This design comes from an exercise in tuning for small area, a short achievable clock period and few clock cycles on the open sky130 flow, not from production work.
Where RTL was checked, it was by simulation tests only, not by an equivalence proof against the original.
For run 1, only the layout was checked, not whether the RTL still works.
No activity file was given, so power comes from the tool's default toggle rates.

**flow/run.sh**
```bash
#!/bin/bash
# synth_recipe.tcl (not shown) runs the flow's synth.tcl, then flattens the netlist and writes it again
# the make line also repeats each setting of config.mk as NAME=value (left out here)
make -C /OpenROAD-flow-scripts/flow DESIGN_CONFIG=/design/flow/config.mk WORK_HOME=/design/flow/orfs CLKGATE_MAP_FILE= SYNTH_SCRIPT=/design/flow/synth_recipe.tcl finish
```
**flow/constraint.sdc**
```tcl
create_clock -name core_clock -period 115.0 [get_ports {clock}]
set_input_delay 23.0000 -clock core_clock [delete_from_list [all_inputs] [get_ports {clock}]]
set_output_delay 23.0000 -clock core_clock [all_outputs]
set_load 0.01 [all_outputs]
```
**flow/config.mk**
```make
export PLATFORM = sky130hd
export DESIGN_NAME = TopLevel
export DESIGN_NICKNAME = TopLevel
export VERILOG_FILES = /design/flow/design.v
export SDC_FILE = /design/flow/constraint.sdc
export NUM_CORES = 8
export LEC_CHECK = 0
export CAP_MARGIN = 20
export CORE_MARGIN = 2
export CORE_UTILIZATION = 35
export PLACE_DENSITY = 0.45
export SLEW_MARGIN = 20
export SYNTH_HIERARCHICAL = 1
```
**flow/design.v**
```verilog
`timescale 1ns / 1ns
module TopLevel(reset, clock, imem_addr, imem_rdata, dmem_addr, dmem_we, dmem_be, dmem_wdata, dmem_rdata, rf_we, rf_waddr, rf_wdata, halt);
    input clock, reset;
    output [31:0] imem_addr;
    input [31:0] imem_rdata;
    output [31:0] dmem_addr;
    output dmem_we;
    output [3:0] dmem_be;
    output [31:0] dmem_wdata;
    input [31:0] dmem_rdata;
    output rf_we;
    output [4:0] rf_waddr;
    output [31:0] rf_wdata;
    output reg halt;
    reg [31:2] pc;           
    reg [31:0] ir;           
    reg        ir_v;         
    reg [31:0] m_res;        
    reg [3:0]  m_be;
    reg        m_st;
    reg        m_ld;
    reg [2:0]  m_lt;         
    reg        m_we;
    reg [4:0]  m_rd;
    reg [31:0] w_data;
    reg        w_we;
    reg [4:0]  w_rd;
    reg [31:0] hi, lo, md;   
    reg        hi_v, lo_v;   
    reg        hi_neg, lo_neg;   
    assign imem_addr = {pc, 2'b00};
    assign dmem_addr = m_res;
    assign dmem_wdata = md;
    assign dmem_be = m_be;
    assign dmem_we = m_st;
    assign rf_we = w_we;
    assign rf_waddr = w_rd;
    assign rf_wdata = w_data;
    wire [31:2] pc_i;
    wire [31:0] m_res_i, md_i, w_data_i;
    wire [4:0]  w_rd_i;
    wire        w_we_i;
    Iso #(30) iso_pc(pc, pc_i);
    Iso #(32) iso_mres(m_res, m_res_i);
    Iso #(32) iso_md(md, md_i);
    Iso #(32) iso_wdata(w_data, w_data_i);
    Iso #(5)  iso_wrd(w_rd, w_rd_i);
    Iso #(1)  iso_wwe(w_we, w_we_i);
    wire [5:0] op = ir[31:26];
    wire [5:0] fn = ir[5:0];
    wire [4:0] rs = ir[25:21];
    wire [4:0] rt = ir[20:16];
    wire [4:0] rd = ir[15:11];
    wire [4:0] sa = ir[10:6];
    wire rtype    = (op == 6'd0);
    wire i_shift  = rtype & (fn[5:3] == 3'b000);
    wire i_jr     = rtype & (fn[5:1] == 5'b00100);           
    wire i_jalr   = i_jr & fn[0];
    wire i_sys    = rtype & (fn[5:2] == 4'b0011);
    wire i_mf     = rtype & (fn[5:3] == 3'b010) & ~fn[0];    
    wire i_mt     = rtype & (fn[5:3] == 3'b010) & fn[0];     
    wire i_md     = rtype & (fn[5:3] == 3'b011);             
    wire i_ralu   = rtype & fn[5];
    wire i_regimm = (op == 6'd1);
    wire i_j      = (op[5:1] == 5'b00001);                   
    wire i_jal    = i_j & op[0];
    wire i_br     = (op[5:2] == 4'b0001);                    
    wire i_ialu   = (op[5:3] == 3'b001);
    wire i_load   = (op[5:3] == 3'b100);
    wire i_store  = (op[5:3] == 3'b101);
    wire wen  = i_shift | i_ralu | i_mf | i_jalr | i_ialu | i_load | i_jal;
    wire [4:0] wdest = i_jal ? 5'd31 : (rtype ? rd : rt);
    wire use_rs = ~i_j;
    wire use_rt = rtype | i_br | i_store;
    wire md_busy;
    wire ld_hazard = m_ld & m_we & ((use_rs & (rs == m_rd)) | (use_rt & (rt == m_rd)));
    wire md_hazard = (i_mf | i_mt | i_md | i_store) & md_busy;    
    wire stall = ld_hazard | md_hazard;
    wire go = ir_v & ~stall;    
    wire fa_m = m_we & (m_rd == rs);
    wire fa_w = w_we_i & (w_rd_i == rs) & ~fa_m;
    wire fb_m = m_we & (m_rd == rt);
    wire fb_w = w_we_i & (w_rd_i == rt) & ~fb_m;
    wire [30:0] sel_a, sel_b;
    wire [32*31-1:0] rf_q;
    genvar gi;
    generate
        for (gi = 1; gi < 32; gi = gi + 1) begin : RF
            reg [31:0] q;
            always @(posedge clock)
                if (w_we_i && w_rd_i == gi)
                    q <= w_data_i;
            assign rf_q[32*(gi-1) +: 32] = q;
            assign sel_a[gi-1] = (rs == gi) & ~fa_m & ~fa_w;
            assign sel_b[gi-1] = (rt == gi) & ~fb_m & ~fb_w;
        end
    endgenerate
    wire [31:0] a, b_rt;      
    RdPort35 mux_a({sel_a, fa_m, fa_w, i_mf & ~fn[1] & hi_v, i_mf & fn[1] & lo_v},
                   {rf_q, m_res_i, w_data_i, hi, lo}, a);
    RdPort33 mux_b({sel_b, fb_m, fb_w}, {rf_q, m_res_i, w_data_i}, b_rt);
    wire [31:2] pc4;
    Inc30 inc_pc(pc_i, pc4);
    wire i_lui   = i_ialu & (op[2:0] == 3'b111);
    wire zext    = i_ialu & op[2];
    wire use_imm = i_ialu | i_load | i_store;
    wire link    = i_jal | i_jalr;
    wire [31:0] imm = i_lui ? {ir[15:0], 16'b0} : {{16{~zext & ir[15]}}, ir[15:0]};
    wire [31:0] b = link ? {pc4, 2'b00} : (use_imm ? imm : b_rt);
    wire m_sub = (i_ralu & ~fn[2] & fn[1]) | (i_ialu & ~op[2] & op[1]) | i_br;
    wire m_add = (i_ralu & ~fn[3] & ~fn[2] & ~fn[1]) | (i_ialu & ~op[2] & ~op[1]) | i_load | i_store;
    wire m_pass = i_mf | i_mt | i_md;
    wire nega = i_mf ? (fn[1] ? lo_neg : hi_neg) : (i_md & fn[1] & ~fn[0] & a[31]);
    wire [1:0] lsel = rtype ? fn[1:0] : op[1:0];
    wire [3:0] lut = m_sub ? 4'b1001 :                         
                     m_add ? 4'b0110 :                         
                     m_pass ? (nega ? 4'b0011 : 4'b1100) :     
                     link ? 4'b1010 :                          
                     (lsel == 2'b00) ? 4'b1000 :               
                     (lsel == 2'b01) ? 4'b1110 :               
                     (lsel == 2'b10) ? 4'b0110 :               
                     (rtype ? 4'b0001 : 4'b1010);              
    wire genen = m_sub | m_add;
    wire cin = m_sub | (m_pass & nega);
    wire [31:0] sum;
    wire cout;
    Alu alu(a, b, lut, genen, cin, sum, cout);
    wire zero = ~|sum;
    wire slt_u = rtype ? fn[0] : op[0];
    wire lt = slt_u ? ~cout : ((a[31] ^ b[31]) ? a[31] : sum[31]);
    wire is_slt = (i_ralu & fn[3]) | (i_ialu & ~op[2] & op[1]);
    wire [4:0] shamt = fn[2] ? a[4:0] : sa;
    wire sh_right = fn[1];
    wire [31:0] b_rev, sh_out, sh_rev;
    generate
        for (gi = 0; gi < 32; gi = gi + 1) begin : REV
            assign b_rev[gi] = b_rt[31-gi];
            assign sh_rev[gi] = sh_out[31-gi];
        end
    endgenerate
    Shifter shifter(b_rt, b_rev, sh_right, shamt, fn[0] & b_rt[31], sh_out);
    wire [31:0] res;
    AndOrMux #(3) mux_res({i_shift & sh_right, i_shift & ~sh_right, ~i_shift & ~is_slt},
                          {sh_out, sh_rev, sum}, res);
    wire [31:0] res_x = {res[31:1], res[0] | (is_slt & lt)};
    wire taken = i_br ? (op[1] ? (op[0] ^ (a[31] | zero)) : (op[0] ^ zero))
                      : (i_regimm & (rt[0] ^ a[31]));
    wire [31:2] btarget;
    Add30 add_br(pc_i, {{14{ir[15]}}, ir[15:0]}, btarget);
    wire [31:2] npc;
    AndOrMux30 #(4) mux_pc({go & i_j, go & i_jr, go & taken & ~i_j & ~i_jr, ~(go & (i_j | i_jr | taken))},
                           {pc_i[31:28], ir[25:0], a[31:2], btarget, pc4}, npc);
    wire [1:0] ssize = op[1:0];    
    wire st_b = i_store & ~ssize[1] & ~ssize[0];
    wire st_h = i_store & ~ssize[1] & ssize[0];
    wire st_w = ~st_b & ~st_h;
    wire [3:0] be = ssize[1] ? 4'b1111 :
                    ssize[0] ? (sum[1] ? 4'b1100 : 4'b0011) :
                    (4'b0001 << sum[1:0]);
    wire [31:0] sd = {st_w ? b_rt[31:24] : (st_h ? b_rt[15:8] : b_rt[7:0]),
                      st_w ? b_rt[23:16] : b_rt[7:0],
                      st_b ? b_rt[7:0] : b_rt[15:8],
                      b_rt[7:0]};
    wire [31:0] dw = dmem_rdata;
    wire [15:0] ld_h = m_res_i[1] ? dw[31:16] : dw[15:0];
    wire [7:0]  ld_b = m_res_i[0] ? ld_h[15:8] : ld_h[7:0];
    wire [31:0] ld_val = m_lt[1] ? dw :
                         m_lt[0] ? {{16{~m_lt[2] & ld_h[15]}}, ld_h} :
                                   {{24{~m_lt[2] & ld_b[7]}}, ld_b};
    reg        md_step;      
    reg        md_div;       
    reg        md_sgn;       
    reg        md_dneg;      
    reg [4:0]  md_cnt;       
    reg        md_lead;      
    assign md_busy = md_step;
    wire mul_last = md_sgn & (md_cnt[4:1] == 4'b1111);
    wire skip8 = md_div & md_lead & (lo[31:24] == 8'd0) & ~(md_cnt[4] & md_cnt[3]);
    wire skip4 = md_div & md_lead & (lo[31:28] == 4'd0) & ~(md_cnt[4] & md_cnt[3] & md_cnt[2]);
    wire x_md  = go & i_md;
    wire x_div = fn[1];
    wire div0  = (b_rt == 32'd0);
    wire x_start = x_md & ~(x_div & div0);
    wire x_mthi = go & i_mt & ~fn[1];
    wire x_mtlo = go & i_mt & fn[1];
    wire s_mul = md_step & ~md_div;
    wire s_sk8 = md_step & skip8;
    wire s_sk4 = md_step & skip4 & ~skip8;
    wire s_div = md_step & md_div & ~skip4 & ~skip8;
    wire [31:0] hi_n, lo_n;
    MduPath mdu(hi, lo, md_i, sum, md_div, md_sgn, md_dneg, mul_last, x_mthi, x_start | x_mtlo,
                s_mul, s_div, s_sk4, s_sk8, hi_n, lo_n);
    always @(posedge clock) begin
        if (reset) begin
            md_step <= 1'b0;
            hi_v <= 1'b0;
            lo_v <= 1'b0;
        end else begin
            if (x_start) begin
                md_div <= x_div;
                md_sgn <= ~x_div & ~fn[0];
                md_dneg <= x_div & ~fn[0] & b_rt[31];
                md_cnt <= 5'd0;
                md_lead <= 1'b1;
                md_step <= 1'b1;
                hi_neg <= x_div & ~fn[0] & a[31];
                lo_neg <= x_div & ~fn[0] & (a[31] ^ b_rt[31]);
                hi_v <= 1'b1;
                lo_v <= 1'b1;
            end else if (md_step) begin
                if (~md_div) begin
                    md_cnt <= md_cnt + 5'd2;
                    if (md_cnt[4:1] == 4'b1111)
                        md_step <= 1'b0;
                end else if (skip8) begin
                    md_cnt <= md_cnt + 5'd8;
                end else if (skip4) begin
                    md_cnt <= md_cnt + 5'd4;
                end else begin
                    md_cnt <= md_cnt + 5'd1;
                    if (md_cnt == 5'd31)
                        md_step <= 1'b0;
                    md_lead <= 1'b0;
                end
            end
            if (x_mthi) begin
                hi_neg <= 1'b0;
                hi_v <= 1'b1;
            end
            if (x_mtlo) begin
                lo_neg <= 1'b0;
                lo_v <= 1'b1;
            end
        end
        if (x_start | x_mthi | md_step)
            hi <= hi_n;
        if (x_start | x_mtlo | md_step)
            lo <= lo_n;
        if (x_start | (go & i_store))
            md <= sd;
    end
    always @(posedge clock) begin
        if (reset) begin
            pc <= 30'h00000c00;      
            ir_v <= 1'b0;
            m_we <= 1'b0;
            m_ld <= 1'b0;
            m_st <= 1'b0;
            w_we <= 1'b0;
            halt <= 1'b0;
        end else begin
            if (~stall) begin
                pc <= npc;
                ir <= imem_rdata;
                ir_v <= 1'b1;
            end
            m_we <= go & wen & (wdest != 5'd0);
            m_ld <= go & i_load;
            m_st <= go & i_store;
            w_we <= m_we;
            halt <= halt | (go & i_sys);
        end
        m_res <= res_x;
        m_be <= be;
        m_lt <= op[2:0];
        m_rd <= wdest;
        w_rd <= m_rd;
        w_data <= m_ld ? ld_val : m_res_i;
    end
endmodule
module MduPath(hi, lo, md, sum, div, sgn, dneg, mul_last, x_hi, x_lo, mul_s, dst, sk4, sk8, hi_n, lo_n);
    input [31:0] hi, lo, md, sum;
    input div, sgn, dneg, mul_last;
    input x_hi, x_lo;            
    input mul_s, dst, sk4, sk8;  
    output [31:0] hi_n, lo_n;
    wire [32:0] x1, y1;
    wire [33:0] s1;
    wire y_t = div ? dneg : lo[0];     
    wire y_f = div & ~dneg;            
    genvar i;
    generate
        for (i = 0; i < 32; i = i + 1) begin : R1
            if (i == 0) begin : B0
                C_MUX2 mx(hi[0], lo[31], div, x1[0]);
            end else begin : BN
                C_MUX2 mx(hi[i], hi[i-1], div, x1[i]);
            end
            C_MUX2 my(y_f, y_t, md[i], y1[i]);
        end
    endgenerate
    assign x1[32] = hi[31] & (div | sgn);
    assign y1[32] = div | (lo[0] & sgn & md[31]);
    Add33 row1(x1, y1, y_f, s1);
    wire q = s1[33];           
    wire [32:0] x2 = {sgn & s1[32], s1[32:1]};
    wire [32:0] y2;
    wire z_t = lo[1] & ~mul_last;      
    wire z_f = lo[1] & mul_last;       
    generate
        for (i = 0; i < 32; i = i + 1) begin : R2
            C_MUX2 my(z_f, z_t, md[i], y2[i]);
        end
    endgenerate
    assign y2[32] = (sgn & md[31]) ? z_t : z_f;
    wire [33:0] s2;
    Add33 row2(x2, y2, z_f, s2);
    wire acc = dst & q;
    wire rej = dst & ~q;
    generate
        for (i = 0; i < 32; i = i + 1) begin : H
            wire t0, t1;
            C_AOI22 g0(mul_s, s2[i+1], acc, s1[i], t0);
            C_AOI22 g1(rej, x1[i], x_hi, sum[i], t1);
            C_NAND2 g2(t0, t1, hi_n[i]);
        end
    endgenerate
    wire [31:0] lo_m = {s2[0], s1[0], lo[31:2]};
    wire [31:0] lo_d = {lo[30:0], q};
    wire [31:0] lo_4 = {lo[27:0], 4'b0};
    wire [31:0] lo_8 = {lo[23:0], 8'b0};
    generate
        for (i = 0; i < 32; i = i + 1) begin : L
            wire t0, t1;
            C_AOI222 g0(mul_s, lo_m[i], dst, lo_d[i], x_lo, sum[i], t0);
            if (i >= 4) begin : S
                C_AOI22 g1(sk4, lo_4[i], sk8, lo_8[i], t1);
                C_NAND2 g2(t0, t1, lo_n[i]);
            end else begin : Z
                assign lo_n[i] = ~t0;
            end
        end
    endgenerate
endmodule
module RdPort35(sel, d, y);
    input [34:0] sel;
    input [32*35-1:0] d;
    output [31:0] y;
    genvar k, j;
    generate
        for (k = 0; k < 32; k = k + 1) begin : BIT
            wire [34:0] col;
            for (j = 0; j < 35; j = j + 1) begin : W
                assign col[j] = d[32*j + k];
            end
            Ao35 ao(sel, col, y[k]);
        end
    endgenerate
endmodule
module RdPort33(sel, d, y);
    input [32:0] sel;
    input [32*33-1:0] d;
    output [31:0] y;
    genvar k, j;
    generate
        for (k = 0; k < 32; k = k + 1) begin : BIT
            wire [32:0] col;
            for (j = 0; j < 33; j = j + 1) begin : W
                assign col[j] = d[32*j + k];
            end
            Ao33 ao(sel, col, y[k]);
        end
    endgenerate
endmodule
module Ao35(s, d, y);
    input [34:0] s, d;
    output y;
    wire [11:0] t;
    wire n0, n1, n2;
    genvar i;
    generate
        for (i = 0; i < 11; i = i + 1) begin : G
            C_AOI222 g(s[3*i], d[3*i], s[3*i+1], d[3*i+1], s[3*i+2], d[3*i+2], t[i]);
        end
    endgenerate
    C_AOI22 g11(s[33], d[33], s[34], d[34], t[11]);
    C_NAND4 h0(t[0], t[1], t[2], t[3], n0);
    C_NAND4 h1(t[4], t[5], t[6], t[7], n1);
    C_NAND4 h2(t[8], t[9], t[10], t[11], n2);
    C_OR3 o(n0, n1, n2, y);
endmodule
module Ao33(s, d, y);
    input [32:0] s, d;
    output y;
    wire [10:0] t;
    wire n0, n1, n2;
    genvar i;
    generate
        for (i = 0; i < 11; i = i + 1) begin : G
            C_AOI222 g(s[3*i], d[3*i], s[3*i+1], d[3*i+1], s[3*i+2], d[3*i+2], t[i]);
        end
    endgenerate
    C_NAND4 h0(t[0], t[1], t[2], t[3], n0);
    C_NAND4 h1(t[4], t[5], t[6], t[7], n1);
    C_NAND3 h2(t[8], t[9], t[10], n2);
    C_OR3 o(n0, n1, n2, y);
endmodule
module AndOrMux #(parameter N = 2) (sel, d, y);
    input [N-1:0] sel;
    input [32*N-1:0] d;
    output reg [31:0] y;
    integer i;
    always @(*) begin
        y = 32'd0;
        for (i = 0; i < N; i = i + 1)
            y = y | ({32{sel[i]}} & d[32*i +: 32]);
    end
endmodule
module AndOrMux30 #(parameter N = 2) (sel, d, y);
    input [N-1:0] sel;
    input [30*N-1:0] d;
    output reg [29:0] y;
    integer i;
    always @(*) begin
        y = 30'd0;
        for (i = 0; i < N; i = i + 1)
            y = y | ({30{sel[i]}} & d[30*i +: 30]);
    end
endmodule
module Alu(a, b, lut, genen, cin, sum, cout);
    input [31:0] a, b;
    input [3:0] lut;
    input genen, cin;
    output [31:0] sum;
    output cout;
    wire [32:0] c;           
    assign c[0] = cin;
    genvar i;
    generate
        for (i = 0; i < 32; i = i + 1) begin : BIT
            wire p, gen;
            C_MUX4 m(lut[0], lut[1], lut[2], lut[3], b[i], a[i], p);
            if (i % 2 == 0) begin : EVEN
                C_AND2 ga(a[i], genen, gen);
                C_MUX2I mc(gen, c[i], p, c[i+1]);    
                C_XOR2 xs(p, c[i], sum[i]);
            end else begin : ODD
                C_NAND2 ga(a[i], genen, gen);
                C_MUX2I mc(gen, c[i], p, c[i+1]);    
                C_XNOR2 xs(p, c[i], sum[i]);
            end
        end
    endgenerate
    assign cout = c[32];
endmodule
module Shifter(d, drev, right, amt, fill, y);
    input [31:0] d, drev;
    input right;
    input [4:0] amt;
    input fill;
    output [31:0] y;
    wire [31:0] l0, l1, l2, l3, l4, l5;
    genvar i;
    generate
        for (i = 0; i < 32; i = i + 1) begin : IN
            C_MUX2I m(drev[i], d[i], right, l0[i]);     
        end
    endgenerate
    ShiftLvl #(1)  s0(l0, amt[0], ~fill, l1);
    ShiftLvl #(2)  s1(l1, amt[1], fill,  l2);    
    ShiftLvl #(4)  s2(l2, amt[2], ~fill, l3);
    ShiftLvl #(8)  s3(l3, amt[3], fill,  l4);    
    ShiftLvl #(16) s4(l4, amt[4], ~fill, l5);
    assign y = l5;
endmodule
module ShiftLvl #(parameter K = 1) (x, s, fill, y);
    input [31:0] x;
    input s, fill;
    output [31:0] y;
    genvar i;
    generate
        for (i = 0; i < 32; i = i + 1) begin : BIT
            if (i + K < 32) begin : IN
                C_MUX2I m(x[i], x[i+K], s, y[i]);
            end else begin : FILL
                C_MUX2I m(x[i], fill, s, y[i]);
            end
        end
    endgenerate
endmodule
module Add33(x, y, ci, s);
    input [32:0] x, y;
    input ci;
    output [33:0] s;
    wire [33:0] c;
    assign c[0] = ci;
    genvar i;
    generate
        for (i = 0; i < 33; i = i + 1) begin : BIT
            assign s[i] = x[i] ^ y[i] ^ c[i];
            assign c[i+1] = (x[i] & y[i]) | (c[i] & (x[i] ^ y[i]));
        end
    endgenerate
    assign s[33] = c[33];
endmodule
module Add30(x, y, s);
    input [29:0] x, y;
    output [29:0] s;
    wire [30:0] c;
    assign c[0] = 1'b0;
    genvar i;
    generate
        for (i = 0; i < 30; i = i + 1) begin : BIT
            assign s[i] = x[i] ^ y[i] ^ c[i];
            assign c[i+1] = (x[i] & y[i]) | (c[i] & (x[i] ^ y[i]));
        end
    endgenerate
endmodule
module Inc30(x, s);
    input [29:0] x;
    output [29:0] s;
    wire [30:0] c;
    assign c[0] = 1'b1;
    genvar i;
    generate
        for (i = 0; i < 30; i = i + 1) begin : BIT
            assign s[i] = x[i] ^ c[i];
            assign c[i+1] = x[i] & c[i];
        end
    endgenerate
endmodule
module C_AOI222(a0, b0, a1, b1, a2, b2, y);
    input a0, b0, a1, b1, a2, b2;
    output y;
    assign y = ~((a0 & b0) | (a1 & b1) | (a2 & b2));
endmodule
module C_AOI22(a0, b0, a1, b1, y);
    input a0, b0, a1, b1;
    output y;
    assign y = ~((a0 & b0) | (a1 & b1));
endmodule
module C_NAND4(a, b, c, d, y);
    input a, b, c, d;
    output y;
    assign y = ~(a & b & c & d);
endmodule
module C_NAND3(a, b, c, y);
    input a, b, c;
    output y;
    assign y = ~(a & b & c);
endmodule
module C_OR3(a, b, c, y);
    input a, b, c;
    output y;
    assign y = a | b | c;
endmodule
module C_MUX4(a0, a1, a2, a3, s0, s1, y);
    input a0, a1, a2, a3, s0, s1;
    output y;
    assign y = s1 ? (s0 ? a3 : a2) : (s0 ? a1 : a0);
endmodule
module C_MUX2(a0, a1, s, y);
    input a0, a1, s;
    output y;
    assign y = s ? a1 : a0;
endmodule
module C_MUX2I(a0, a1, s, y);
    input a0, a1, s;
    output y;
    assign y = ~(s ? a1 : a0);
endmodule
module C_AND2(a, b, y);
    input a, b;
    output y;
    assign y = a & b;
endmodule
module C_NAND2(a, b, y);
    input a, b;
    output y;
    assign y = ~(a & b);
endmodule
module C_XOR2(a, b, y);
    input a, b;
    output y;
    assign y = a ^ b;
endmodule
module C_XNOR2(a, b, y);
    input a, b;
    output y;
    assign y = ~(a ^ b);
endmodule
module Iso #(parameter W = 1) (a, y);
    input [W-1:0] a;
    output [W-1:0] y;
    genvar i;
    generate
        for (i = 0; i < W; i = i + 1) begin : BIT
            C_AND2 g(a[i], a[i], y[i]);
        end
    endgenerate
endmodule
```
==> results.json, run 1 <==
{
  "startpoint_type": "flop",
  "finalHoldViolations": 0,
  "r2r_cells": 47,
  "root_buffer": "clkbuf_16",
  "die_height_um": 424.6,
  "fillers": 16190,
  "power.density_nw_per_um2": 17.04,
  "htree_levels": 4,
  "use_met3": 0.06377,
  "r2r_start": "md_div",
  "first_global_vias": 47140,
  "vias": 49090,
  "route.detailed.drc": 0,
  "p_leak_nw": 25.17,
  "antenna_found_initial": 23,
  "cp_slowest_cell": "dfxtp_1",
  "clk_latency_ps": 810,
  "wl_um": 282000,
  "rrSetupSlack_ps": 98570,
  "crit_path_max_fanout": 3,
  "outcome": "timing/DRC/antenna clean",
  "crit_type": "flop to output port",
  "grt_usage": 0.3038,
  "rr_endpoint": "hi[31]",
  "worst_hold_slack_ps": 403.4,
  "grt_pass1_wl_um": 387800,
  "rows": 154,
  "min_path_cells": 0,
  "rsz0062_at_grt": "no",
  "multi_input_area_sq_um": 25130,
  "syn_avg_cell_area_sq_um": 14.46,
  "io_buffer_count": 203,
  "grt_overflow": 0,
  "max_stage_delay_ps": 810,
  "cts_setup_buffers": 0,
  "grt_max_degree": 62,
  "p_total_w": 0.001258,
  "drv_cap": 0,
  "drtIter0Drc": 9263,
  "fin_crit_ps": 25290,
  "worst_pin_slew_ps": 1184,
  "critPathBufInv": 1,
  "relSlewSlack": 0.2079,
  "gp_congestion": 0.9469,
  "cts_tree": "done",
  "end_kind": "output port",
  "cts-resized-gates": 0,
  "initial_core_util": 0.3520,
  "final_max_slew_viol_count": 0,
  "die_area_sq_um": 180300,
  "drt-pass1-iter-count": 14,
  "min_to": "w_rd[3]",
  "die_w_um": 424.6,
  "clock_path_buffers": 3,
  "hp-start": "m_rd[3]",
  "crit_cells": 1,
  "setup-violations-final": 0,
  "clkSlewWorstSetupHoldPaths_ps": 50,
  "hp-class": "flop to flop",
  "arrival_ps": 2290,
  "critical_path.top_delay_family": "flip-flops",
  "cts_buffers": 148,
  "fin_cells": 7261,
  "irDropWorstVdd_uv": 15.95,
  "areaGrowthSynthToFinish_pct": 19.18,
  "dp_cells": 6976,
  "syn_inst": 4282,
  "met1_usage": 0.3960,
  "fmax_ghz": 0.03954,
  "area.sequential_sq_um": 36370,
  "syn_area_sq_um": 61930,
  "grt-busiest-layer": "met2",
  "cts_hold_buf": 0,
  "grtUsageMet2": 0.4749,
  "period_share": 0.2199,
  "fin_tns_setup_ps": 0,
  "fp.coreArea_sq_um": 175900,
  "drive_above_1_share": 0.1831,
  "antenna_left": 0,
  "num_io_pins": 206,
  "routed_via_density": 6.761,
  "clock-sinks": 1251,
  "path_cells": "clkdlybuf4s50_1",
  "dp_hpwl_um": 206400,
  "nets": 4985,
  "wire_per_inst_um": 38.83,
  "skew_ps": 39.62,
  "synth_warnings": 9,
  "crit_required_ps": 92000
}
## cell type report
type | instances | share of cell area
antenna | 10 | 0.0003390
clock buffer | 189 | 0.05370
clock inverter | 84 | 0.01246
inverter | 117 | 0.005950
multi-input combinational | 2803 | 0.3404
sequential | 1251 | 0.4927
tap | 2340 | 0.03967
timing repair buffer | 467 | 0.05475
## where the power goes
group          switching (W)  internal [W]
logic               0.000161     0.0000750
clock network       0.000201      0.000279
registers          0.0000195      0.000523
## state kept, by name, indices dropped and copies added (netlist names), 3 cells and up
register,count
hi,32
lo,32
ir,32
w_data,32
m_res,32
pc,30
m_be,4
md_cnt,5
w_rd,5
RF.q,992
md,32
m_rd,5
m_lt,3
## how the worst max path moves through the flow
stage                         from      endpoint  slack, ps
floorplan                    reset         ir[0]      90190
global route            w_data[13]  rf_wdata[13]      89720
finish                  w_data[13]  rf_wdata[13]      89710
global placement    dmem_rdata[31]    w_data[19]      89850
detailed placement  dmem_rdata[31]    w_data[17]      89840
CTS                     w_data[20]  rf_wdata[20]      89780
## routing by layer
metal / part of all wire / up-vias
li1: - / 20050
met5: 0.00012 / -
met2: 0.45 / 3135
met1: 0.39 / 25320
met4: 0.061 / 6
met3: 0.091 / 585
## cell usage in the layout, fill, tap and decap left out, types with 30 or more instances in the layout
cell,n
clkbuf_1,36
ha_1,37
mux2i_1,238
nor2_2,68
nor2_4,35
dfxtp_1,118
nand3_1,51
clkbuf_16,153
a21oi_1,80
inv_1,117
nor2_1,84
mux4_2,35
xor2_1,37
edfxtp_1,1131
or3_1,67
buf_4,262
a222oi_1,768
clkinv_1,37
nand4_1,165
nand2_1,213
fa_1,94
o21ai_0,35
a311oi_1,30
and2_1,147
a22oi_1,61
mux2_4,97
a22oi_2,125
clkdlybuf4s50_1,202
## through the flow
step	worst slack (ps)	utilization	instance area, sq um
after floorplan	90190	-	61950
after global placement	89850	0.3913	68830
final	89710	0.4196	73810
after CTS	89780	0.4191	73720
after detailed placement	89840	0.3913	68840
after global routing	89720	0.4195	73790
==> run 2: changes to the inputs <==
--- a/flow/design.v
+++ b/flow/design.v
@@ -161,12 +161,20 @@
                       st_w ? b_rt[23:16] : b_rt[7:0],
                       st_b ? b_rt[7:0] : b_rt[15:8],
                       b_rt[7:0]};
-    wire [31:0] dw = dmem_rdata;
-    wire [15:0] ld_h = m_res_i[1] ? dw[31:16] : dw[15:0];
-    wire [7:0]  ld_b = m_res_i[0] ? ld_h[15:8] : ld_h[7:0];
-    wire [31:0] ld_val = m_lt[1] ? dw :
-                         m_lt[0] ? {{16{~m_lt[2] & ld_h[15]}}, ld_h} :
-                                   {{24{~m_lt[2] & ld_b[7]}}, ld_b};
+    wire [31:0] w_d;
+    wire l_b = m_ld & ~m_lt[1] & ~m_lt[0];
+    wire l_h = m_ld & ~m_lt[1] & m_lt[0];
+    wire l_w = m_ld & m_lt[1];
+    wire l_s = ~m_lt[2];
+    wire [1:0] la = m_res_i[1:0];
+    wire a00 = ~la[1] & ~la[0], a01 = ~la[1] & la[0], a10 = la[1] & ~la[0], a11 = la[1] & la[0];
+    LoadAlign ldal(dmem_rdata, m_res_i,
+                   l_w | (l_h & ~la[1]) | (l_b & a00), l_b & a01, (l_h & la[1]) | (l_b & a10), l_b & a11,
+                   l_w | (l_h & ~la[1]), l_h & la[1],
+                   l_w, ~m_ld,
+                   l_b & l_s & a00, l_b & l_s & a01, l_b & l_s & a10, l_b & l_s & a11,
+                   l_h & l_s & ~la[1], l_h & l_s & la[1],
+                   w_d);
     reg        md_step;      
     reg        md_div;       
     reg        md_sgn;       
@@ -217,8 +225,8 @@
                 end else if (skip4) begin
                     md_cnt <= md_cnt + 5'd4;
                 end else begin
-                    md_cnt <= md_cnt + 5'd1;
-                    if (md_cnt == 5'd31)
+                    md_cnt <= md_cnt + 5'd2;
+                    if (md_cnt[4:1] == 4'b1111)
                         md_step <= 1'b0;
                     md_lead <= 1'b0;
                 end
@@ -265,7 +273,7 @@
         m_lt <= op[2:0];
         m_rd <= wdest;
         w_rd <= m_rd;
-        w_data <= m_ld ? ld_val : m_res_i;
+        w_data <= w_d;
     end
 endmodule
 module MduPath(hi, lo, md, sum, div, sgn, dneg, mul_last, x_hi, x_lo, mul_s, dst, sk4, sk8, hi_n, lo_n);
@@ -291,32 +299,40 @@
     endgenerate
     assign x1[32] = hi[31] & (div | sgn);
     assign y1[32] = div | (lo[0] & sgn & md[31]);
-    Add33 row1(x1, y1, y_f, s1);
-    wire q = s1[33];           
-    wire [32:0] x2 = {sgn & s1[32], s1[32:1]};
-    wire [32:0] y2;
-    wire z_t = lo[1] & ~mul_last;      
-    wire z_f = lo[1] & mul_last;       
+    FastAdd33 row1(x1, y1, y_f, s1);
+    wire q1 = s1[33];          
+    wire [32:0] x2, y2;
+    wire [33:0] s2;
+    wire [31:0] r1;            
+    wire z_t = div ? dneg : (lo[1] & ~mul_last);
+    wire z_f = div ? ~dneg : (lo[1] & mul_last);
     generate
         for (i = 0; i < 32; i = i + 1) begin : R2
+            C_MUX2 mr(x1[i], s1[i], q1, r1[i]);
+            if (i == 0) begin : B0
+                C_MUX2 mx(s1[1], lo[30], div, x2[0]);
+            end else begin : BN
+                C_MUX2 mx(s1[i+1], r1[i-1], div, x2[i]);
+            end
             C_MUX2 my(z_f, z_t, md[i], y2[i]);
         end
     endgenerate
-    assign y2[32] = (sgn & md[31]) ? z_t : z_f;
-    wire [33:0] s2;
-    Add33 row2(x2, y2, z_f, s2);
-    wire acc = dst & q;
-    wire rej = dst & ~q;
+    assign x2[32] = div ? r1[31] : (sgn & s1[32]);
+    assign y2[32] = div | ((sgn & md[31]) ? z_t : z_f);
+    FastAdd33 row2(x2, y2, z_f, s2);
+    wire q2 = s2[33];
+    wire acc = dst & q2;
+    wire rej = dst & ~q2;
     generate
         for (i = 0; i < 32; i = i + 1) begin : H
             wire t0, t1;
-            C_AOI22 g0(mul_s, s2[i+1], acc, s1[i], t0);
-            C_AOI22 g1(rej, x1[i], x_hi, sum[i], t1);
+            C_AOI22 g0(mul_s, s2[i+1], acc, s2[i], t0);
+            C_AOI22 g1(rej, x2[i], x_hi, sum[i], t1);
             C_NAND2 g2(t0, t1, hi_n[i]);
         end
     endgenerate
     wire [31:0] lo_m = {s2[0], s1[0], lo[31:2]};
-    wire [31:0] lo_d = {lo[30:0], q};
+    wire [31:0] lo_d = {lo[29:0], q1, q2};
     wire [31:0] lo_4 = {lo[27:0], 4'b0};
     wire [31:0] lo_8 = {lo[23:0], 8'b0};
     generate
@@ -332,6 +348,60 @@
         end
     endgenerate
 endmodule
+module FastAdd33(x, y, ci, s);
+    input [32:0] x, y;
+    input ci;
+    output [33:0] s;
+    wire [33:0] c;             
+    assign c[0] = ci;
+    genvar i;
+    generate
+        for (i = 0; i < 33; i = i + 1) begin : BIT
+            wire p;
+            C_XOR2 xp(x[i], y[i], p);
+            if (i % 2 == 0) begin : EVEN
+                C_MUX2I mc(x[i], c[i], p, c[i+1]);     
+                C_XOR2 xs(p, c[i], s[i]);
+            end else begin : ODD
+                wire xn;
+                C_INV ix(x[i], xn);
+                C_MUX2I mc(xn, c[i], p, c[i+1]);       
+                C_XNOR2 xs(p, c[i], s[i]);
+            end
+        end
+    endgenerate
+    assign s[33] = ~c[33];     
+endmodule
+module LoadAlign(dw, res, s0, s1, s2, s3, t0, t2, u0, sr, eb0, eb1, eb2, eb3, eh0, eh1, y);
+    input [31:0] dw, res;
+    input s0, s1, s2, s3, t0, t2, u0, sr, eb0, eb1, eb2, eb3, eh0, eh1;
+    output [31:0] y;
+    wire nb0, nb1, nh0, nh1, ext_b_n, ext_n;
+    C_AOI22 gb0(eb0, dw[7], eb1, dw[15], nb0);
+    C_AOI22 gb1(eb2, dw[23], eb3, dw[31], nb1);
+    assign ext_b_n = nb0 & nb1;
+    C_AOI22 gh0(eb0, dw[7], eb1 | eh0, dw[15], nh0);
+    C_AOI22 gh1(eb2, dw[23], eb3 | eh1, dw[31], nh1);
+    assign ext_n = nh0 & nh1;
+    genvar i;
+    generate
+        for (i = 0; i < 32; i = i + 1) begin : BIT
+            wire n0, n1;
+            if (i < 8) begin : B
+                C_AOI222 g0(s0, dw[i], s1, dw[i+8], s2, dw[i+16], n0);
+                C_AOI22 g1(s3, dw[i+24], sr, res[i], n1);
+                C_NAND2 g2(n0, n1, y[i]);
+            end else if (i < 16) begin : H
+                C_AOI22 g0(t0, dw[i], t2, dw[i+16], n0);
+                C_AOI22 g1(sr, res[i], 1'b0, 1'b0, n1);
+                C_NAND3 g2(n0, n1, ext_b_n, y[i]);
+            end else begin : W
+                C_AOI22 g0(u0, dw[i], sr, res[i], n0);
+                C_NAND2 g2(n0, ext_n, y[i]);
+            end
+        end
+    endgenerate
+endmodule
 module RdPort35(sel, d, y);
     input [34:0] sel;
     input [32*35-1:0] d;
@@ -589,3 +659,8 @@
         end
     endgenerate
 endmodule
+module C_INV(a, y);
+    input a;
+    output y;
+    assign y = ~a;
+endmodule
--- a/flow/config.mk
+++ b/flow/config.mk
@@ -6,8 +6,13 @@
 export NUM_CORES = 8
 export LEC_CHECK = 0
 export CAP_MARGIN = 20
+export CELL_PAD_IN_SITES_DETAIL_PLACEMENT = 1
+export CELL_PAD_IN_SITES_GLOBAL_PLACEMENT = 1
 export CORE_MARGIN = 2
 export CORE_UTILIZATION = 35
+export CTS_BUF_LIST = sky130_fd_sc_hd__clkbuf_16
+export CTS_CLUSTER_DIAMETER = 100
+export CTS_CLUSTER_SIZE = 22
 export PLACE_DENSITY = 0.45
 export SLEW_MARGIN = 20
 export SYNTH_HIERARCHICAL = 1
==> run 2 against run 1 <==
- still clean
- sequential cell count down 1
- core utilization shrank 1.4 points
- combinational power increased by 48%
- final cell count down 0.32%
- sequential share of layout area increased by 0.98 points
==> results.json, run 2 <==
{
  "outcome": "timing/DRC/antenna clean",
  "clock_path_buffers": 3,
  "min_path_cells": 0,
  "setup-violations-final": 0,
  "syn_avg_cell_area_sq_um": 14.35,
  "pre_cts_ws_ps": 89770,
  "crit_type": "flop to output port",
  "gp_congestion": 0.9459,
  "synth.top_cells.by_count": "edfxtp_1 (1130), a222oi_1 (776), mux2i_1 (298)",
  "vias": 48140,
  "p_leak_nw": 24.72,
  "grt_overflow": 0,
  "synth_seq_area_share": 0.5782,
  "wl_um": 300200,
  "hp-start": "m_rd[2]",
  "grt_max_degree": 79,
  "dp_cells": 7123,
  "io_buffer_count": 203,
  "irDropWorstVdd_uv": 10.60,
  "syn_area_sq_um": 62850,
  "rrSetupSlack_ps": 96650,
  "startpoint_type": "flop",
  "synth_top_family_by_area": "compound AO/OA/AOI/OAI gates",
  "crit_path_max_fanout": 3,
  "rr_endpoint": "hi[5]",
  "routed_via_density": 6.651,
  "cts_tree": "done",
  "synth_flop_cell": "edfxtp_1",
  "drv_cap": 0,
  "finalHoldViolations": 0,
  "die_height_um": 427.7,
  "p_total_w": 0.001193,
  "grt_pass1_wl_um": 410200,
  "drtIter0Drc": 7561,
  "fin_tns_setup_ps": 0,
  "synth-adder-area-share": 0.01607,
  "rsz0062_at_grt": "no",
  "skew_ps": 76.46,
  "antenna_found_initial": 30,
  "route.detailed.drc": 0,
  "relSlewSlack": 0.1968,
  "path_cells": "clkdlybuf4s50_1",
  "min_to": "w_rd[2]",
  "synth_area_leaders": "edfxtp_1 (54%), a222oi_1 (12%), mux2i_1 (4.7%), dfxtp_1 (3.8%), mux2_4 (3.8%)",
  "die_area_sq_um": 183000,
  "antenna_left": 0,
  "clock-sinks": 1250,
  "cts_setup_buffers": 0,
  "nets": 4976,
  "arrival_ps": 1950,
  "layout_common_cells": "edfxtp_1 (1130), a222oi_1 (776), mux2i_1 (298)",
  "synth_simple_gate_area_frac": 0.08230,
  "synth_top_area_cell": "edfxtp_1",
  "initial_core_util": 0.3522,
  "synth_compound_area_frac": 0.1827,
  "end_kind": "output port",
  "multi_input_area_sq_um": 26390,
  "final_max_slew_viol_count": 0,
  "hp-class": "flop to flop",
  "root_buffer": "clkbuf_16",
  "clk_latency_ps": 780,
  "die_w_um": 427.7,
  "top_register": "RF.q",
  "num_io_pins": 206,
  "largest_reg_flops": 992,
  "crit_required_ps": 92000,
  "drt-pass1-iter-count": 13,
  "synth.ff_latch_count": 1250,
  "rows": 155,
  "setup_slack_ps": 90050,
  "fp.coreArea_sq_um": 178400,
  "synth_mux_area_frac": 0.1015,
  "wire_per_inst_um": 41.47,
  "ys_async_sr_fraction": 0,
  "areaGrowthSynthToFinish_pct": 15.05,
  "critical_path.top_delay_family": "buffers and inverters",
  "cp_slowest_cell": "clkdlybuf4s50_1",
  "fmax_ghz": 0.04008,
  "fillers": 18130,
  "cts_buffers": 74,
  "worst_hold_slack_ps": 489.7,
  "yosysMostFrequentCell": "edfxtp_1",
  "drive_above_1_share": 0.1845,
  "fin_crit_ps": 24950,
  "fin_cells": 7238,
  "r2r_cells": 79,
  "htree_levels": 3,
  "r2r_start": "md_div",
  "clkSlewWorstSetupHoldPaths_ps": 100,
  "layout_commonest_cell": "edfxtp_1",
  "cts_hold_buf": 0,
  "grt_usage": 0.3206,
  "power.density_nw_per_um2": 16.50,
  "dp_hpwl_um": 222400,
  "synth-edff-count": 1130,
  "synth.top_cell.area_share": 0.5399,
  "first_global_vias": 48370,
  "critPathBufInv": 1,
  "yosysUniqueCellTypes": 74,
  "period_share": 0.2170,
  "synth_warnings": 9,
  "synth_xor_area_frac": 0.02700,
  "area.sequential_sq_um": 36330,
  "cts-resized-gates": 0,
  "max_stage_delay_ps": 620,
  "syn_inst": 4380,
  "worst_pin_slew_ps": 1196
}
==> run 2: worst max path at each step <==
stage | depth (start not counted) | to | slack (ps) | from
final | 1 | rf_wdata[31] | 90050 | w_data[31]
after floorplan | 3 | ir[0] | 89830 | reset
after CTS | 1 | rf_wdata[31] | 89990 | w_data[31]
after global placement | 6 | lo_neg | 89770 | reset
after detailed placement | 6 | lo_neg | 89770 | reset
after global routing | 1 | rf_wdata[19] | 90040 | w_data[19]
==> run 2: cells by family (layout without fill, tap and decap cells) <==
logic type | count (synthesis) | in the layout
buffers and inverters | 178 | 658
other | 3 | 26
xor gates and xnor gates | 192 | 192
muxes | 514 | 514
and+or+nand+nor | 983 | 983
DFF | 1250 | 1250
AOI/OAI and AO/OA | 1196 | 1196
adders and majority gates | 64 | 64
==> run 2: power breakdown <==
group | internal, W | total (W) | switching, W
sequential | 0.000531 | 0.000546 | 0.0000145
combinational | 0.000106 | 0.000349 | 0.000243
clock | 0.000126 | 0.000298 | 0.000172
==> run 2: cell type report <==
class                   count  area share
diodes                      4   0.0001384
clock buffers              75     0.02596
clock inverters            33    0.005607
inverters                  89    0.004620
multi-input cells        2971      0.3650
flip-flops and latches   1250      0.5025
well taps                2355     0.04075
repair buffers            461     0.05534
==> run 2: modules after synthesis (local to each module, per instance), excerpt <==
| module | flops+latches | cells inside | times used |
|---|---|---|---|
| Add30 | 0 | 30 | 1 |
| C_AOI222 | 0 | 1 | 744 |
| Inc30 | 0 | 30 | 1 |
| C_XOR2 | 0 | 1 | 116 |
| C_MUX2I | 0 | 1 | 290 |
| Shifter | 0 | 1 | 1 |
| C_AND2 | 0 | 1 | 148 |
| TopLevel | 1250 | 2010 | 1 |
==> run 2: routing by layer <==
layer	share of wire	track usage	up-vias
li1	-	-	20210
met4	0.060	0.1652	2
met1	0.40	0.4092	25340
met2	0.48	0.5280	2146
met3	0.063	0.04770	437
met5	0.000043	0	-
==> run 2: metrics by stage <==
stage | util | area [sq um]
CTS | 0.4048 | 72230
finish | 0.4052 | 72300
floorplan | - | 62920
detailed placement | 0.3920 | 69950
global route | 0.4052 | 72300
global placement | 0.3919 | 69920
Testbench counts of run 2, summed over its fixed seeds: cycles 1,358,024.
==> run 3: changes to the inputs <==
--- a/flow/design.v
+++ b/flow/design.v
@@ -180,9 +180,12 @@
     reg        md_sgn;       
     reg        md_dneg;      
     reg [4:0]  md_cnt;       
+    reg        md_short;     
+    reg        md_fix;       
     reg        md_lead;      
     assign md_busy = md_step;
-    wire mul_last = md_sgn & (md_cnt[4:1] == 4'b1111);
+    wire mul_end = md_short ? (md_cnt[4:1] == 4'b0111) : (md_cnt[4:1] == 4'b1111);
+    wire mul_last = md_sgn & mul_end;
     wire skip8 = md_div & md_lead & (lo[31:24] == 8'd0) & ~(md_cnt[4] & md_cnt[3]);
     wire skip4 = md_div & md_lead & (lo[31:28] == 4'd0) & ~(md_cnt[4] & md_cnt[3] & md_cnt[2]);
     wire x_md  = go & i_md;
@@ -191,13 +194,14 @@
     wire x_start = x_md & ~(x_div & div0);
     wire x_mthi = go & i_mt & ~fn[1];
     wire x_mtlo = go & i_mt & fn[1];
-    wire s_mul = md_step & ~md_div;
+    wire s_mul = md_step & ~md_div & ~md_fix;
+    wire s_fix = md_step & md_fix;
     wire s_sk8 = md_step & skip8;
     wire s_sk4 = md_step & skip4 & ~skip8;
     wire s_div = md_step & md_div & ~skip4 & ~skip8;
     wire [31:0] hi_n, lo_n;
     MduPath mdu(hi, lo, md_i, sum, md_div, md_sgn, md_dneg, mul_last, x_mthi, x_start | x_mtlo,
-                s_mul, s_div, s_sk4, s_sk8, hi_n, lo_n);
+                s_mul, s_div, s_sk4, s_sk8, s_fix, hi_n, lo_n);
     always @(posedge clock) begin
         if (reset) begin
             md_step <= 1'b0;
@@ -209,6 +213,8 @@
                 md_sgn <= ~x_div & ~fn[0];
                 md_dneg <= x_div & ~fn[0] & b_rt[31];
                 md_cnt <= 5'd0;
+                md_short <= fn[0] ? (a[31:16] == 16'd0) : ((a[31:15] == 17'd0) | (a[31:15] == 17'h1ffff));
+                md_fix <= 1'b0;
                 md_lead <= 1'b1;
                 md_step <= 1'b1;
                 hi_neg <= x_div & ~fn[0] & a[31];
@@ -216,10 +222,14 @@
                 hi_v <= 1'b1;
                 lo_v <= 1'b1;
             end else if (md_step) begin
-                if (~md_div) begin
+                if (md_fix) begin
+                    md_step <= 1'b0;
+                end else if (~md_div) begin
                     md_cnt <= md_cnt + 5'd2;
-                    if (md_cnt[4:1] == 4'b1111)
-                        md_step <= 1'b0;
+                    if (mul_end) begin
+                        md_fix <= md_short;
+                        md_step <= md_short;
+                    end
                 end else if (skip8) begin
                     md_cnt <= md_cnt + 5'd8;
                 end else if (skip4) begin
@@ -276,13 +286,14 @@
         w_data <= w_d;
     end
 endmodule
-module MduPath(hi, lo, md, sum, div, sgn, dneg, mul_last, x_hi, x_lo, mul_s, dst, sk4, sk8, hi_n, lo_n);
+module MduPath(hi, lo, md, sum, div, sgn, dneg, mul_last, x_hi, x_lo, mul_s, dst, sk4, sk8, fix, hi_n, lo_n);
     input [31:0] hi, lo, md, sum;
     input div, sgn, dneg, mul_last;
     input x_hi, x_lo;            
     input mul_s, dst, sk4, sk8;  
+    input fix;                   
     output [31:0] hi_n, lo_n;
-    wire [32:0] x1, y1;
+    wire [32:0] x1n, y1n;
     wire [33:0] s1;
     wire y_t = div ? dneg : lo[0];     
     wire y_f = div & ~dneg;            
@@ -290,65 +301,74 @@
     generate
         for (i = 0; i < 32; i = i + 1) begin : R1
             if (i == 0) begin : B0
-                C_MUX2 mx(hi[0], lo[31], div, x1[0]);
+                C_MUX2I mx(hi[0], lo[31], div, x1n[0]);
             end else begin : BN
-                C_MUX2 mx(hi[i], hi[i-1], div, x1[i]);
+                C_MUX2I mx(hi[i], hi[i-1], div, x1n[i]);
             end
-            C_MUX2 my(y_f, y_t, md[i], y1[i]);
+            C_MUX2I my(y_f, y_t, md[i], y1n[i]);
         end
     endgenerate
-    assign x1[32] = hi[31] & (div | sgn);
-    assign y1[32] = div | (lo[0] & sgn & md[31]);
-    FastAdd33 row1(x1, y1, y_f, s1);
+    assign x1n[32] = ~(hi[31] & (div | sgn));
+    assign y1n[32] = ~(div | (lo[0] & sgn & md[31]));
+    FastAdd33N row1(x1n, y1n, ~y_f, s1);
     wire q1 = s1[33];          
-    wire [32:0] x2, y2;
-    wire [33:0] s2;
     wire [31:0] r1;            
+    wire [31:0] xd;            
+    wire [32:0] x2n, y2n;
+    wire [33:0] s2;
     wire z_t = div ? dneg : (lo[1] & ~mul_last);
     wire z_f = div ? ~dneg : (lo[1] & mul_last);
     generate
         for (i = 0; i < 32; i = i + 1) begin : R2
-            C_MUX2 mr(x1[i], s1[i], q1, r1[i]);
             if (i == 0) begin : B0
-                C_MUX2 mx(s1[1], lo[30], div, x2[0]);
+                C_MUX2 mr(lo[31], s1[0], q1, r1[0]);
+                assign xd[0] = lo[30];
             end else begin : BN
-                C_MUX2 mx(s1[i+1], r1[i-1], div, x2[i]);
+                C_MUX2 mr(hi[i-1], s1[i], q1, r1[i]);
+                assign xd[i] = r1[i-1];
             end
-            C_MUX2 my(z_f, z_t, md[i], y2[i]);
+            C_MUX2I mx(s1[i+1], xd[i], div, x2n[i]);
+            C_MUX2I my(z_f, z_t, md[i], y2n[i]);
         end
     endgenerate
-    assign x2[32] = div ? r1[31] : (sgn & s1[32]);
-    assign y2[32] = div | ((sgn & md[31]) ? z_t : z_f);
-    FastAdd33 row2(x2, y2, z_f, s2);
+    assign x2n[32] = ~(div ? r1[31] : (sgn & s1[32]));
+    assign y2n[32] = ~(div | ((sgn & md[31]) ? z_t : z_f));
+    FastAdd33N row2(x2n, y2n, ~z_f, s2);
     wire q2 = s2[33];
+    wire [31:0] hi16 = {{16{sgn & hi[31]}}, hi[31:16]};
+    wire [31:0] lo16 = {hi[15:0], lo[31:16]};
     wire acc = dst & q2;
     wire rej = dst & ~q2;
     generate
         for (i = 0; i < 32; i = i + 1) begin : H
             wire t0, t1;
-            C_AOI22 g0(mul_s, s2[i+1], acc, s2[i], t0);
-            C_AOI22 g1(rej, x2[i], x_hi, sum[i], t1);
+            C_AOI222 g0(mul_s, s2[i+1], acc, s2[i], rej, xd[i], t0);
+            C_AOI22 g1(x_hi, sum[i], fix, hi16[i], t1);
             C_NAND2 g2(t0, t1, hi_n[i]);
         end
     endgenerate
     wire [31:0] lo_m = {s2[0], s1[0], lo[31:2]};
     wire [31:0] lo_d = {lo[29:0], q1, q2};
-    wire [31:0] lo_4 = {lo[27:0], 4'b0};
-    wire [31:0] lo_8 = {lo[23:0], 8'b0};
     generate
         for (i = 0; i < 32; i = i + 1) begin : L
-            wire t0, t1;
+            wire t0, t1, t2;
             C_AOI222 g0(mul_s, lo_m[i], dst, lo_d[i], x_lo, sum[i], t0);
-            if (i >= 4) begin : S
-                C_AOI22 g1(sk4, lo_4[i], sk8, lo_8[i], t1);
-                C_NAND2 g2(t0, t1, lo_n[i]);
+            wire t3;
+            C_NAND2 g4(fix, lo16[i], t3);
+            if (i >= 8) begin : S8
+                C_NAND2 g1(sk4, lo[i-4], t1);
+                C_NAND2 g2(sk8, lo[i-8], t2);
+                C_NAND4 g3(t0, t1, t2, t3, lo_n[i]);
+            end else if (i >= 4) begin : S4
+                C_NAND2 g1(sk4, lo[i-4], t1);
+                C_NAND3 g3(t0, t1, t3, lo_n[i]);
             end else begin : Z
-                assign lo_n[i] = ~t0;
+                C_NAND2 g3(t0, t3, lo_n[i]);
             end
         end
     endgenerate
 endmodule
-module FastAdd33(x, y, ci, s);
+module FastAdd33N(x, y, ci, s);
     input [32:0] x, y;
     input ci;
     output [33:0] s;
@@ -361,16 +381,16 @@
             C_XOR2 xp(x[i], y[i], p);
             if (i % 2 == 0) begin : EVEN
                 C_MUX2I mc(x[i], c[i], p, c[i+1]);     
-                C_XOR2 xs(p, c[i], s[i]);
+                C_XNOR2 xs(p, c[i], s[i]);
             end else begin : ODD
                 wire xn;
                 C_INV ix(x[i], xn);
                 C_MUX2I mc(xn, c[i], p, c[i+1]);       
-                C_XNOR2 xs(p, c[i], s[i]);
+                C_XOR2 xs(p, c[i], s[i]);
             end
         end
     endgenerate
-    assign s[33] = ~c[33];     
+    assign s[33] = c[33];      
 endmodule
 module LoadAlign(dw, res, s0, s1, s2, s3, t0, t2, u0, sr, eb0, eb1, eb2, eb3, eh0, eh1, y);
     input [31:0] dw, res;
==> run 3 against run 2 <==
- core utilization grew 0.12 points
- first-iteration DRC count grew 8.1%
- routed wire length grew 0.96%
- via count grew 3.0%
- final cell count grew 1.9%
==> results.json, run 3 <==
{
  "outcome": "timing/DRC/antenna clean",
  "areaGrowthSynthToFinish_pct": 15.70,
  "r2r_cells": 77,
  "route.detailed.drc": 0,
  "cp_slowest_cell": "clkdlybuf4s50_1",
  "cts_tree": "done",
  "ys_async_sr_fraction": 0,
  "synth_top_area_cell": "edfxtp_1",
  "cts-resized-gates": 0,
  "cts_hold_buf": 0,
  "wl_um": 303100,
  "fp.coreArea_sq_um": 178000,
  "yosysMostFrequentCell": "edfxtp_1",
  "p_comb_frac": 0.231,
  "dp_hpwl_um": 221700,
  "p_leak_nw": 24.54,
  "die_area_sq_um": 182100,
  "end_kind": "output port",
  "layout_commonest_cell": "edfxtp_1",
  "internal-power_w": 0.0007299,
  "finalHoldViolations": 0,
  "root_buffer": "clkbuf_16",
  "fin_tns_setup_ps": 0,
  "die_height_um": 426.7,
  "grtUsageMet2": 0.5423,
  "rr_endpoint": "hi[25]",
  "fmax_ghz": 0.04003,
  "rrSetupSlack_ps": 95950,
  "setup-violations-final": 0,
  "rows": 155,
  "wire_per_inst_um": 41.10,
  "grt_usage": 0.3253,
  "cts_setup_buffers": 0,
  "skew_ps": 41.04,
  "critical_path.top_delay_family": "buffers and inverters",
  "crit_path_max_fanout": 3,
  "vias": 49560,
  "nets": 5106,
  "fin_crit_ps": 24980,
  "num_io_pins": 206,
  "grt_pass1_wl_um": 415700,
  "worst_pin_slew_ps": 1210,
  "io_buffer_count": 203,
  "critPathBufInv": 1,
  "drtIter0Drc": 8173,
  "drive_above_1_share": 0.1497,
  "pwr-share-seq": 0.497,
  "hp-class": "flop to flop",
  "drv_cap": 0,
  "synth.top_cells.by_count": "edfxtp_1 (1132), a222oi_1 (808), mux2i_1 (431)",
  "p_sw_frac": 0.3282,
  "first_global_vias": 49560,
  "grt_overflow": 0,
  "startpoint_type": "flop",
  "path_cells": "clkdlybuf4s50_1",
  "clkSlewWorstSetupHoldPaths_ps": 100,
  "syn_avg_cell_area_sq_um": 13.96,
  "syn_area_sq_um": 62540,
  "grt-busiest-layer": "met2",
  "grt_max_degree": 71,
  "min_to": "w_rd[3]",
  "drt-pass1-iter-count": 13,
  "initial_core_util": 0.3513,
  "post-route-util": 0.4064,
  "synth.ff_latch_count": 1252,
  "syn_inst": 4479,
  "synth_warnings": 9,
  "use_met3": 0.04466,
  "synth-edff-count": 1132,
  "gp_congestion": 0.9368,
  "synth_area_leaders": "edfxtp_1 (54%), a222oi_1 (13%), mux2i_1 (6.9%), dfxtp_1 (3.8%), a22oi_2 (2.2%)",
  "fin_area_sq_um": 72360,
  "max_stage_delay_ps": 630,
  "clk_latency_ps": 740,
  "clock-sinks": 1252,
  "synth_seq_area_share": 0.5819,
  "antenna_found_initial": 29,
  "hp-start": "m_rd[3]",
  "largest_reg_flops": 992,
  "arrival_ps": 1980,
  "synth_flop_cell": "edfxtp_1",
  "dp_cells": 7251,
  "clkPwrFrac": 0.272,
  "final_max_slew_viol_count": 0,
  "power.density_nw_per_um2": 15.02,
  "min_path_cells": 0,
  "synth.top_cell.area_share": 0.5435,
  "r2r_start": "md_div",
  "routed_via_density": 6.722,
  "period_share": 0.2172,
  "rsz0062_at_grt": "no",
  "irDropWorstVdd_uv": 11.56,
  "relSlewSlack": 0.1935,
  "yosysUniqueCellTypes": 77,
  "htree_levels": 3,
  "top_register": "RF.q",
  "met1_usage": 0.4192,
  "antenna_left": 0,
  "crit_type": "flop to output port",
  "cts_buffers": 73,
  "power_switching_w": 0.0003566,
  "fin_cells": 7373,
  "place_area_sq_um": 69980,
  "clock_path_buffers": 3,
  "die_w_um": 426.7,
  "layout_common_cells": "edfxtp_1 (1132), a222oi_1 (808), mux2i_1 (430)",
  "crit_required_ps": 92000
}
==> run 3: changes by cell type after synthesis, moves of 16 or more <==
| cell | change |
|---|---|
| nand2b_1 | +32 |
| a21oi_1 | -41 |
| nand3_1 | -29 |
| a222oi_1 | +32 |
| o21ai_0 | +66 |
| nor2b_1 | +29 |
| nand4_1 | +27 |
| nand2_1 | +50 |
| mux2_4 | -128 |
| mux2i_1 | +133 |
| a22oi_2 | -60 |
| and3_1 | -16 |
| o21ai_1 | -36 |
==> run 3: cell type report <==
| type | count | area [sq um] |
|---|---|---|
| clock buffer | 74 | 1852 |
| sequential | 1252 | 36390 |
| tap | 2355 | 2947 |
| multi-input combinational | 3064 | 26040 |
| inverter | 88 | 331.6 |
| antenna | 13 | 32.53 |
| clock inverter | 30 | 394.1 |
| fill | 18150 | 105700 |
| timing repair buffer | 497 | 4374 |
==> run 3: cells by family (layout without fill, tap and decap cells) <==
logic type / Yosys count / count (layout) / synth area share
AO/OA/AOI/OAI: 1176 / 1176 / 0.1776
XOR/XNOR: 191 / 191 / 0.02699
adder cells (fa/ha/maj): 65 / 65 / 0.01633
buffers and inverters: 179 / 689 / 0.01248
flip-flops: 1252 / 1252 / 0.5819
multiplexers: 517 / 517 / 0.09215
other: 2 / 31 / 0.0001201
AND/OR/NAND/NOR: 1097 / 1097 / 0.09239
==> run 3: power by group through the flow <==
stage               registers, W  clock network, W   logic, W
global route            0.000541          0.000313   0.000256
finish                  0.000540          0.000296   0.000251
CTS                     0.000540          0.000302   0.000244
floorplan               0.000546                 0  0.0000998
detailed placement      0.000550                 0   0.000243
global placement        0.000550                 0   0.000241
==> run 3: how the worst max path moves through the flow <==
stage,startpoint,to,slack [ps],cells after the start
after global placement,dmem_rdata[23],w_data[23],90090,4
after floorplan,reset,ir[0],89580,4
final,w_data[22],rf_wdata[22],90020,1
after global routing,w_data[22],rf_wdata[22],90040,1
after detailed placement,dmem_rdata[23],w_data[16],90050,4
after CTS,w_data[22],rf_wdata[22],89990,1
==> run 3: layer usage <==
layer	wire length, um	share of wire
met2	144000	0.48
met1	121300	0.40
met5	55	0.00018
met3	20560	0.068
met4	17160	0.057
==> run 3: through the flow <==
| step | total power [W] | worst slack, ps | hold WS (ps) |
|---|---|---|---|
| 6_report | 0.001087 | 90020 | 468.2 |
| 3_3_place_gp | 0.0007916 | 90090 | 439.2 |
| 3_5_place_dp | 0.0007935 | 90050 | 440.9 |
| 4_1_cts | 0.001087 | 89990 | 462.2 |
| 5_1_grt | 0.001109 | 90040 | 465.4 |
| 2_1_floorplan | 0.0006461 | 89580 | 342.7 |
==> run 3: per-module statistics from Yosys (local to each module, per instance), excerpt <==
| module | cells inside | flops+latches |
|---|---|---|
| Add30 | 30 | 0 |
| C_AND2 | 1 | 0 |
| C_AOI22 | 1 | 0 |
| C_MUX2 | 1 | 0 |
| C_MUX2I | 1 | 0 |
| C_MUX4 | 1 | 0 |
| C_NAND2 | 1 | 0 |
| C_NAND3 | 1 | 0 |
| C_NAND4 | 1 | 0 |
| C_OR3 | 1 | 0 |
| C_XOR2 | 1 | 0 |
| LoadAlign | 5 | 0 |
| TopLevel | 2052 | 1252 |
Testbench counts of run 3, summed over its fixed seeds: cycles 1,329,352.
==> run 4: changes to the inputs <==
==> flow/flow/run.sh (new file) <==
#!/bin/bash
# The standard layout (the standard.sh, unchanged), with the port buffers
# that placement inserts taken as sky130_fd_sc_hd__buf_2 instead of the
# default delay buffer. ORFS's full output goes to flow_make.log here, and
# each step's log to orfs/logs/.
set -euo pipefail
export BUFFER_PORTS_ARGS="-buffer_cell sky130_fd_sc_hd__buf_2"
bash standard.sh > flow_make.log 2>&1
==> flow/standard.sh (new file) <==
#!/bin/bash
# synth_recipe.tcl (not shown) runs the flow's synth.tcl, then flattens the netlist and writes it again
# the make line also repeats each setting of config.mk as NAME=value (left out here)
make -C /OpenROAD-flow-scripts/flow DESIGN_CONFIG=/design/flow/config.mk WORK_HOME=/design/flow/orfs CLKGATE_MAP_FILE= SYNTH_SCRIPT=/design/flow/synth_recipe.tcl "${@:-finish}"
removed: flow/run.sh
==> run 4 against run 3 <==
- still clean on timing, DRC and antenna
- final cell count shrank 0.33%
- first-iteration DRC count decreased by 0.43%
- synthesized cell count did not move
- hold slack got worse by 30 ps
- design area is 1.8% lower
- sequential power hardly changed
- sequential cell count did not move
- die area unchanged
- clock skew increased by 22 ps
- routed wire length hardly changed
- global-route usage barely moved
- critical endpoint is now dmem_addr[24]
==> results.json, run 4 <==
{
  "max_stage_delay_ps": 590,
  "crit_required_ps": 92000,
  "internal-power_w": 0.0007151,
  "cts-resized-gates": 0,
  "synth_flop_cell": "edfxtp_1",
  "p_sw_frac": 0.3318,
  "grt_max_degree": 68,
  "synth-adder-area-share": 0.01633,
  "io_buffer_count": 203,
  "areaGrowthSynthToFinish_pct": 13.67,
  "arrival_ps": 1540,
  "fin_crit_ps": 24540,
  "critical_path.top_delay_family": "flip-flops",
  "yosysUniqueCellTypes": 77,
  "route.detailed.drc": 0,
  "antenna_left": 0,
  "skew_ps": 63.41,
  "synth.top_cell.area_share": 0.5435,
  "drt-pass1-iter-count": 9,
  "pre_cts_ws_ps": 90580,
  "hp-class": "flop to flop",
  "synth.ff_latch_count": 1252,
  "worst_pin_slew_ps": 1216,
  "cts_tree": "done",
  "startpoint_type": "flop",
  "crit_path_max_fanout": 3,
  "post-route-util": 0.3993,
  "antenna_found_initial": 19,
  "pwr-share-seq": 0.506,
  "htree_levels": 3,
  "synth_area_leaders": "edfxtp_1 (54%), a222oi_1 (13%), mux2i_1 (6.9%), dfxtp_1 (3.8%), a22oi_2 (2.2%)",
  "syn_area_sq_um": 62540,
  "synth_compound_area_frac": 0.1776,
  "fin_tns_setup_ps": 0,
  "die_w_um": 426.7,
  "setup-violations-final": 0,
  "fillers": 18300,
  "drtIter0Drc": 8138,
  "clk_latency_ps": 760,
  "drv_cap": 0,
  "crit_type": "flop to output port",
  "vias": 49480,
  "dp_hpwl_um": 224000,
  "path_cells": "buf_2",
  "syn_avg_cell_area_sq_um": 13.96,
  "end_kind": "output port",
  "root_buffer": "clkbuf_16",
  "cp_slowest_cell": "dfxtp_1",
  "yosysMostFrequentCell": "edfxtp_1",
  "grt_pass1_wl_um": 415900,
  "die_area_sq_um": 182100,
  "initial_core_util": 0.3513,
  "synth_warnings": 9,
  "fmax_ghz": 0.04075,
  "irDropWorstVdd_uv": 10.59,
  "nets": 5090,
  "rsz0062_at_grt": "no",
  "num_io_pins": 206,
  "relSlewSlack": 0.1863,
  "synth.top_cells.by_count": "edfxtp_1 (1132), a222oi_1 (808), mux2i_1 (431)",
  "finalHoldViolations": 0,
  "synth_top_family_by_area": "compound AO/OA/AOI/OAI gates",
  "wl_um": 303000,
  "synth_xor_area_frac": 0.02699,
  "clock-sinks": 1252,
  "grt_overflow": 0,
  "cts_buffers": 74,
  "gp_congestion": 0.9441,
  "synth_top_area_cell": "edfxtp_1",
  "cts_hold_buf": 0,
  "synth_mux_area_frac": 0.09215,
  "largest_reg_flops": 992,
  "layout_common_cells": "edfxtp_1 (1132), a222oi_1 (808), mux2i_1 (430)",
  "rows": 155,
  "period_share": 0.2134,
  "outcome": "timing/DRC/antenna clean",
  "routed_via_density": 6.733,
  "ys_async_sr_fraction": 0,
  "clock_path_buffers": 3,
  "clkPwrFrac": 0.275,
  "critPathBufInv": 1,
  "power.density_nw_per_um2": 15.06,
  "wire_per_inst_um": 41.23,
  "drive_above_1_share": 0.1872,
  "setup_slack_ps": 90460,
  "synth-edff-count": 1132,
  "final_max_slew_viol_count": 0,
  "fp.coreArea_sq_um": 178000,
  "p_comb_frac": 0.218,
  "layout_commonest_cell": "edfxtp_1",
  "clkSlewWorstSetupHoldPaths_ps": 90,
  "grt_usage": 0.3249,
  "die_height_um": 426.7,
  "p_leak_nw": 24.52,
  "top_register": "RF.q",
  "power_switching_w": 0.0003552,
  "cts_setup_buffers": 0,
  "synth_simple_gate_area_frac": 0.09239,
  "synth_seq_area_share": 0.5819,
  "syn_inst": 4479,
  "first_global_vias": 49510
}
==> run 4: cell counts after synthesis <==
No cell type changed its count.
==> run 4: per-layer routing <==
layer  global-route usage  wire [um]
met4               0.1576      17350
met2               0.5342     143200
met5                    0         13
met1               0.4160     120500
met3              0.05310      21890
==> run 4: through the flow <==
step                hold WS [ps]  cell area, sq um   power, W  instances
finish                     438.1             71090   0.001070       7349
global route               449.8             71080   0.001094       7344
CTS                        453.2             70980   0.001070       7339
detailed placement         429.1             68740  0.0007780       7234
global placement           433.5             68710  0.0007772       7232
floorplan                  342.7             62600  0.0006461       4495
==> run 4: worst paths after layout <==
check | startpoint | end | slack [ps] | cells after the start
max | m_res[24] | dmem_addr[24] | 90460 | 1
min | m_rd[2] | w_rd[2] | 440 | 0
max reg2reg | md_div | hi[25] | 95630 | 76
min reg2reg | m_rd[2] | w_rd[2] | 440 | 0
==> run 4: cell families (layout without fill, tap and decap cells) <==
group | count (synthesis) | count (layout)
other | 2 | 23
XOR/XNOR | 191 | 191
buffers and inverters | 179 | 673
multiplexers | 517 | 517
AND/OR/NAND/NOR | 1097 | 1097
flip-flops | 1252 | 1252
adder cells (fa/ha/maj) | 65 | 65
AO/OA/AOI/OAI | 1176 | 1176
==> run 4: modules after synthesis (local to each module, per instance), excerpt <==
module / copies in the design / flip-flops and latches
Add30: 1 / 0
C_MUX2: 32 / 0
TopLevel: 1 / 1252
C_AOI222: 776 / 0
FastAdd33N: 2 / 0
C_NAND2: 160 / 0
C_XOR2: 114 / 0
LoadAlign: 1 / 0
==> run 4: area by class of cell <==
class / count / area [sq um] / area share
multi-input cells: 3064 / 26010 / 0.3659
flip-flops and latches: 1252 / 36390 / 0.5120
diodes: 5 / 12.51 / 0.0001760
repair buffers: 480 / 3151 / 0.04432
clock buffers: 76 / 1902 / 0.02675
clock inverters: 29 / 337.8 / 0.004752
well taps: 2355 / 2947 / 0.04145
inverters: 88 / 331.6 / 0.004664
==> run 4: power groups by stage <==
| stage | Combinational (W) | Sequential (W) | Clock (W) |
|---|---|---|---|
| global route | 0.000239 | 0.000542 | 0.000313 |
| finish | 0.000234 | 0.000542 | 0.000295 |
| floorplan | 0.0000998 | 0.000546 | 0 |
| CTS | 0.000227 | 0.000542 | 0.000301 |
| detailed placement | 0.000226 | 0.000552 | 0 |
| global placement | 0.000225 | 0.000552 | 0 |

Setup slack of run 4, layout unchanged: 90.458 ns with ideal ports, 90.380 ns with driving cells assumed (clock clkbuf_16, inputs buf_2), 90.556 ns with port delays also shifted by the 0.807 ns mid clock arrival.
